From an optimization exercise on the open Yosys and OpenROAD flow, aimed at small area, a short achievable clock period and few clock cycles; shortcuts taken in it are not production practice.
At most, simulation tests tie the RTL to the original design; equivalence was not proved.

==> inputs of run a <==
Design fft_core, start of the top module:
module fft_core #(
    parameter DATA_WIDTH = 16,
    parameter N = 16
)(
    input  wire clk,
    input  wire reset,
    input  wire start_fft,
    input  wire [N*DATA_WIDTH-1:0] real_in,    
    input  wire [N*DATA_WIDTH-1:0] imag_in,    
    output wire [N*DATA_WIDTH-1:0] real_out,   
    output wire [N*DATA_WIDTH-1:0] imag_out,   
    output reg  fft_done                       
);
==> flow/config.mk <==
export PLATFORM = sky130hd
export DESIGN_NAME = fft_core
export DESIGN_NICKNAME = fft_core
export VERILOG_FILES = /design/flow/design.v
export SDC_FILE = /design/flow/constraint.sdc
export NUM_CORES = 4
export LEC_CHECK = 0
export CAP_MARGIN = 20
export CORE_MARGIN = 2
export CORE_UTILIZATION = 40
export PLACE_DENSITY = 0.6
export SLEW_MARGIN = 20
==> flow/constraint.sdc <==
create_clock -name core_clock -period 7.0 [get_ports {clk}]
set_input_delay 1.4000 -clock core_clock [delete_from_list [all_inputs] [get_ports {clk}]]
set_output_delay 1.4000 -clock core_clock [all_outputs]
set_load 0.01 [all_outputs]
standard.sh (not shown) runs the stock make flow with config.mk's settings and CLKGATE_MAP_FILE= SYNTH_SCRIPT=/design/flow/synth_recipe.tcl, a recipe that flattens the netlist after the stock synthesis.
==> flow/flow/run.sh <==
#!/bin/bash
set -o pipefail
cp standard.sh standard.sh.txt 2>/dev/null
export BUFFER_PORTS_ARGS="-buffer_cell sky130_fd_sc_hd__buf_2"
bash standard.sh > standard.log 2>&1
==> run b (differences from run a) <==
Settings changed: SETUP_SLACK_MARGIN set to 1.5.
==> out/metrics.cfg <==
[layout]
fillers = 19400
seq_share_pct = 11.0
area.growth.synth_to_final_pct = 14.5

[setup_path]
crit_chain = ha_1 > a21o_1 > a21o_1 > fa_1 > ha_1 > o21ai_0 > nor2_1 > or4_1 > o2111ai_1 > a21oi_1 > maj3_2 > and2_1 > o32a_1 > a41o_1 > xnor2_1 > buf_2

[timing]
grt_setup_unrepaired = false
relSlewSlack_pct = 14.6

[job]
maxCapViolations = 0

[outcome]
run_status = timing/DRC/antenna clean

[drt]
route.vias.total = 69500
wire_per_inst_um = 25.9

[clock_tree]
cts-buffers-inserted = 61

[grt]
vias_in_the_first_global_route = 68800

That was run a.
==> out/metrics.cfg <==
[yosys]
share_of_the_synthesized_netlist_area_taken_by_xor_and_xnor_gates_pct = 16.2

[floorplan]
design.core.area_um2 = 197000
design.die.area_um2 = 202000

[timing]
relSlewSlack_pct = -0.855
finalMaxSlewViolations = 4
grt_setup_unrepaired = true

[grt]
vias_in_the_first_global_route = 71000

[drt]
wire_per_inst_um = 26.3
routed-wl-met3_um = 19600

[outcome]
checkFailReasons = max-capacitance violations, max-slew violations
run_status = complete, but fails checks

[setup_path]
crit_chain = inv_4 > ha_4 > nand2b_4 > a221oi_4 > nor2_1 > nor2_1 > nor2_1 > xor2_2 > ha_2 > or3_1 > a221oi_2 > o41ai_2 > buf_4 > a21oi_4 > o21bai_2 > a21oi_2 > o21bai_2 > a221o_1 > a221o_1 > xor2_2 > buf_2

[job]
maxCapViolations = 1

[layout]
seq_share_pct = 9.73
fillers = 18000

[clock_tree]
cts-buffers-inserted = 67

That was run b.
Function was not checked in any run of this note: the RTL went through the layout flow alone.


==> v38: inputs <==
Another version of the RTL of fft_core (not shown whole).
export LEC_CHECK = 0
export CAP_MARGIN = 20
export CORE_MARGIN = 2
export CORE_UTILIZATION = 55
export CTS_BUF_LIST = sky130_fd_sc_hd__clkbuf_8
export GPL_TIMING_DRIVEN = 0
export PLACE_DENSITY = 0.7
export SETUP_SLACK_MARGIN = 0.4
export SLEW_MARGIN = 20
create_clock -name core_clock -period 7.0 [get_ports {clk}]
==> flow/flow/run.sh <==
#!/bin/bash
set -o pipefail
cp standard.sh standard.sh.txt 2>/dev/null
export BUFFER_PORTS_ARGS="-buffer_cell sky130_fd_sc_hd__buf_1"
bash standard.sh > standard.log 2>&1
==> inputs of v12, as changes to v38 <==
Settings changed: SETUP_SLACK_MARGIN 0.4 to 0.2.
==> summary.txt <==
In synthesized area, v38 and v12 do not differ.
Between v12 and v38, the lower hold slack is in v38 (gap 0.010 ns).
Via count: v38 is larger than v12 (about 1.7%).
==> figures <==
Worst relative slew slack: v12 21.6%; v38 19.0%
Critical path's slowest cell: v12 sky130_fd_sc_hd__or3b_2; v38 sky130_fd_sc_hd__fa_2
Post-DP Area: v12 0.0702 mm2; v38 0.0705 mm2
Routed length on met2: v12 116,000 um; v38 119,000 um
Overall routed net length: v12 249,000 um; v38 253,000 um
Routing usage on met3: v12 8.33%; v38 5.76%
Clock buffer count from CTS: v12 81; v38 82
Number of inserted filler cells in the final layout: v12 10,200; v38 10,100
Outcome: v12 complete, no violations; v38 complete, no violations
Testbench counts of v38, summed over its fixed seeds: cycles 2,056.
Testbench counts of v12, summed over its fixed seeds: cycles 2,056.


==> job 7356 <==
Another version of the RTL of fft_core (not shown whole).
clock: 7.0 ns
lec_check: 0
cap_margin: 20
core_margin: 2
core_utilization: 40
place_density: 0.6
slew_margin: 20
run.sh (not shown) runs the stock make flow with config.mk's settings and CLKGATE_MAP_FILE= SYNTH_SCRIPT=/design/flow/synth_recipe.tcl, a recipe that flattens the netlist after the stock synthesis.
Stock flow here: none of the scripts above is used.
==> job 330: changes against job 7356 <==
==> flow/flow/run.sh (new file) <==
#!/bin/bash
set -o pipefail
cp standard.sh standard.sh.txt 2>/dev/null
export BUFFER_PORTS_ARGS="-buffer_cell sky130_fd_sc_hd__buf_2"
bash standard.sh > standard.log 2>&1
==> flow/standard.sh (new file) <==
#!/bin/bash
# synth_recipe.tcl (not shown) runs the flow's synth.tcl, then flattens the netlist and writes it again
# the make line also repeats each setting of config.mk as NAME=value (left out here)
make -C /OpenROAD-flow-scripts/flow DESIGN_CONFIG=/design/flow/config.mk WORK_HOME=/design/flow/orfs CLKGATE_MAP_FILE= SYNTH_SCRIPT=/design/flow/synth_recipe.tcl "${@:-finish}"
removed: flow/run.sh
==> run_results.csv <==
group,metric,value,unit
timing,finalWorstSetupSlack,0.212,ns
run_status,status,"timing/DRC/antenna clean",
place,place_ws,0.325,ns
clock_network,cts_resized,18,
cells_and_area,bufAreaShareNonClock,6.09,%
Source of the figures above: job 330

==> run_results.csv <==
group,metric,value,unit
run_status,status,"timing/DRC/antenna clean",
cells_and_area,bufAreaShareNonClock,11.1,%
timing,finalWorstSetupSlack,0.150,ns
cells_and_area,final_area,105000,um^2
Source of the figures above: job 7356

Testbench counts of job 7356, summed over its fixed seeds: cycles 2,056.
Testbench counts of job 330, summed over its fixed seeds: cycles 2,056.


==> 02-19 <==
Another version of the RTL of fft_core (not shown whole).
==> flow/config.mk <==
export PLATFORM = sky130hd
export DESIGN_NAME = fft_core
export DESIGN_NICKNAME = fft_core
export VERILOG_FILES = /design/flow/design.v
export SDC_FILE = /design/flow/constraint.sdc
export NUM_CORES = 4
export LEC_CHECK = 0
export CAP_MARGIN = 20
export CORE_MARGIN = 2
export CORE_UTILIZATION = 65
export CTS_BUF_LIST = sky130_fd_sc_hd__clkbuf_8
export GPL_TIMING_DRIVEN = 0
export PLACE_DENSITY = 0.8
export SETUP_SLACK_MARGIN = 0.2
export SLEW_MARGIN = 20
==> flow/constraint.sdc <==
create_clock -name core_clock -period 7.0 [get_ports {clk}]
set_input_delay 1.4000 -clock core_clock [delete_from_list [all_inputs] [get_ports {clk}]]
set_output_delay 1.4000 -clock core_clock [all_outputs]
set_load 0.01 [all_outputs]
standard.sh (not shown) runs the stock make flow with config.mk's settings and CLKGATE_MAP_FILE= SYNTH_SCRIPT=/design/flow/synth_recipe.tcl, a recipe that flattens the netlist after the stock synthesis.
==> flow/flow/run.sh <==
#!/bin/bash
set -o pipefail
cp standard.sh standard.sh.txt 2>/dev/null
export BUFFER_PORTS_ARGS="-buffer_cell sky130_fd_sc_hd__buf_1"
bash standard.sh > standard.log 2>&1
==> 10-06: changes against 02-19 <==
==> flow/flow/run.sh (replaced) <==
#!/bin/bash
set -o pipefail
cp standard.sh standard.sh.txt 2>/dev/null
export BUFFER_PORTS_ARGS="-buffer_cell sky130_fd_sc_hd__buf_2"
bash standard.sh > standard.log 2>&1
==> flow/config.mk (replaced) <==
export PLATFORM = sky130hd
export DESIGN_NAME = fft_core
export DESIGN_NICKNAME = fft_core
export VERILOG_FILES = /design/flow/design.v
export SDC_FILE = /design/flow/constraint.sdc
export NUM_CORES = 4
export LEC_CHECK = 0
export CAP_MARGIN = 20
export CORE_MARGIN = 2
export CORE_UTILIZATION = 40
export PLACE_DENSITY = 0.6
export SLEW_MARGIN = 20
==> 08-16: changes against 02-19 <==
==> flow/flow/run.sh (replaced) <==
#!/bin/bash
set -o pipefail
cp standard.sh standard.sh.txt 2>/dev/null
export BUFFER_PORTS_ARGS="-buffer_cell sky130_fd_sc_hd__buf_2"
bash standard.sh > standard.log 2>&1
--- a/flow/config.mk
+++ b/flow/config.mk
@@ -8,8 +8,7 @@
 export CAP_MARGIN = 20
 export CORE_MARGIN = 2
-export CORE_UTILIZATION = 65
-export CTS_BUF_LIST = sky130_fd_sc_hd__clkbuf_8
+export CORE_UTILIZATION = 55
 export GPL_TIMING_DRIVEN = 0
-export PLACE_DENSITY = 0.8
+export PLACE_DENSITY = 0.7
 export SETUP_SLACK_MARGIN = 0.2
 export SLEW_MARGIN = 20
==> 03-13: changes against 02-19 <==
--- a/flow/config.mk
+++ b/flow/config.mk
@@ -8,8 +8,8 @@
 export CAP_MARGIN = 20
 export CORE_MARGIN = 2
-export CORE_UTILIZATION = 65
+export CORE_UTILIZATION = 55
 export CTS_BUF_LIST = sky130_fd_sc_hd__clkbuf_8
 export GPL_TIMING_DRIVEN = 0
-export PLACE_DENSITY = 0.8
+export PLACE_DENSITY = 0.7
 export SETUP_SLACK_MARGIN = 0.2
 export SLEW_MARGIN = 20
==> summary of the runs <==
10-06 completed with no timing, DRC or antenna violations. 08-16 went through all stages and came out clean. 03-13 completed without violations. 02-19 ran to the end with no violations.
In 10-06 the core utilization is lower than in 02-19, by 22 points.
Global-route usage, highest first: 02-19, 08-16, 03-13, 10-06.
Critical path depth, lowest first: 02-19, 10-06, 03-13, 08-16.
Against 03-13, the non-clock buffer count of 10-06 is higher by 1291.
Between 10-06 and 08-16, the lower worst setup slack is in 10-06 (gap 0.12 ns).
Testbench counts of 02-19, summed over its fixed seeds: cycles 2,056.
Testbench counts of 10-06, summed over its fixed seeds: cycles 2,056.
Testbench counts of 08-16, summed over its fixed seeds: cycles 2,056.
Testbench counts of 03-13, summed over its fixed seeds: cycles 2,056.


==> inputs of job 8370 <==
fft_core with an RTL version that a note above also has.
clock: 7.0 ns
lec_check: 0
cap_margin: 20
core_margin: 2
core_utilization: 60
cts_buf_list: sky130_fd_sc_hd__clkbuf_8
gpl_timing_driven: 0
place_density: 0.75
setup_slack_margin: 0.2
slew_margin: 20
==> flow/flow/run.sh <==
#!/bin/bash
set -o pipefail
cp standard.sh standard.sh.txt 2>/dev/null
export BUFFER_PORTS_ARGS="-buffer_cell sky130_fd_sc_hd__buf_1"
bash standard.sh > standard.log 2>&1
==> job 8392 (differences from job 8370) <==
- CORE_UTILIZATION: 60 -> 55
- PLACE_DENSITY: 0.75 -> 0.7
- SETUP_SLACK_MARGIN: 0.2 -> 0.1
==> notes <==
- Between job 8370 and job 8392, the lower cell count is in job 8370 (gap about 0.8%, measured against job 8392).
- In job 8392 the global-route usage is lower than in job 8370, by 3.0 points.
- Fmax: job 8392 is smaller than job 8370 (about 0.9%).
- Against job 8370, the worst hold slack of job 8392 is worse by 0.049 ns.
==> figures <==
|  | job 8370 | job 8392 |
|---|---|---|
| Result of the run | finished clean | finished clean |
| GR Util All Layers | 43.6% | 40.6% |
| Total met2 wirelength after detailed routing | 115 mm | 119 mm |
| First-pass iteration count of the detailed router | 6 | 8 |
| Area of the placeable core | 107000 um2 | 116000 um2 |
| Via-to-Cell Ratio | 5.79 | 5.65 |
| Worst-case headroom to the max-slew limit | 23.0% | 21.5% |
| Vias in the first global route | 58.0k | 56.7k |
| Antenna violations before repair | 85 | 74 |
| Worst path slowest cell | sky130_fd_sc_hd__maj3_1 | sky130_fd_sc_hd__fa_1 |
| First-pass GRT wire length | 352 mm | 355 mm |
| Buffers outside the clock class | 1221 | 1193 |
Testbench counts of job 8370, summed over its fixed seeds: cycles 2,056.
Testbench counts of job 8392, summed over its fixed seeds: cycles 2,056.

re-timing with driven ports:
The results above use ideal ports. As a check the final layouts listed here were re-extracted and re-timed, cells and wires unchanged. Step 1 assumes that a clkbuf_16 drives the clock port and a buf_2 every other input. Step 2 moves the port delays by t, midway between the first and last clock arrival at a register: inputs arrive t later, outputs are due t later. That takes back most of the time a late clock gives input paths. Slacks: ideal ports / drivers / drivers and shift; pairs: ideal ports / drivers.
run	shift t [ns]	slack for setup (ns)	clock arrival spread, ns	slew at the worst register clock pin (ns)	pins driven straight from the clock port
run a	0.778	0.149 / 0.054 / 0.787	0.077 / 0.077	0.08 / 0.08	1
run b	0.780	0.735 / 0.635 / 0.950	0.039 / 0.039	0.08 / 0.08	1
v38	0.833	0.304 / 0.360 / -0.473	0.041 / 0.041	0.09 / 0.09	1
v12	0.812	0.278 / 0.249 / -0.483	0.056 / 0.055	0.07 / 0.07	1
job 7356	0.750	0.150 / 0.068 / 0.353	0.040 / 0.040	0.08 / 0.08	1
job 330	0.768	0.212 / 0.133 / 0.664	0.067 / 0.067	0.08 / 0.08	1
02-19	0.838	0.142 / 0.196 / -0.641	0.054 / 0.053	0.08 / 0.08	1
10-06	0.781	0.063 / -0.021 / -0.411	0.029 / 0.030	0.08 / 0.08	1
08-16	0.724	0.180 / 0.234 / -0.490	0.025 / 0.025	0.07 / 0.07	1
03-13	0.826	0.224 / 0.268 / -0.558	0.046 / 0.046	0.08 / 0.08	1
job 8370	0.794	0.267 / 0.187 / -0.442	0.058 / 0.058	0.08 / 0.08	1
job 8392	0.824	0.208 / 0.173 / -0.558	0.069 / 0.069	0.08 / 0.08	1
With both steps, setup timing fails in 8 of these runs, where it was met with ideal ports. The setup slack of 02-19, which loses most, moves by +0.054 ns with the drivers and by -0.783 ns with both steps.
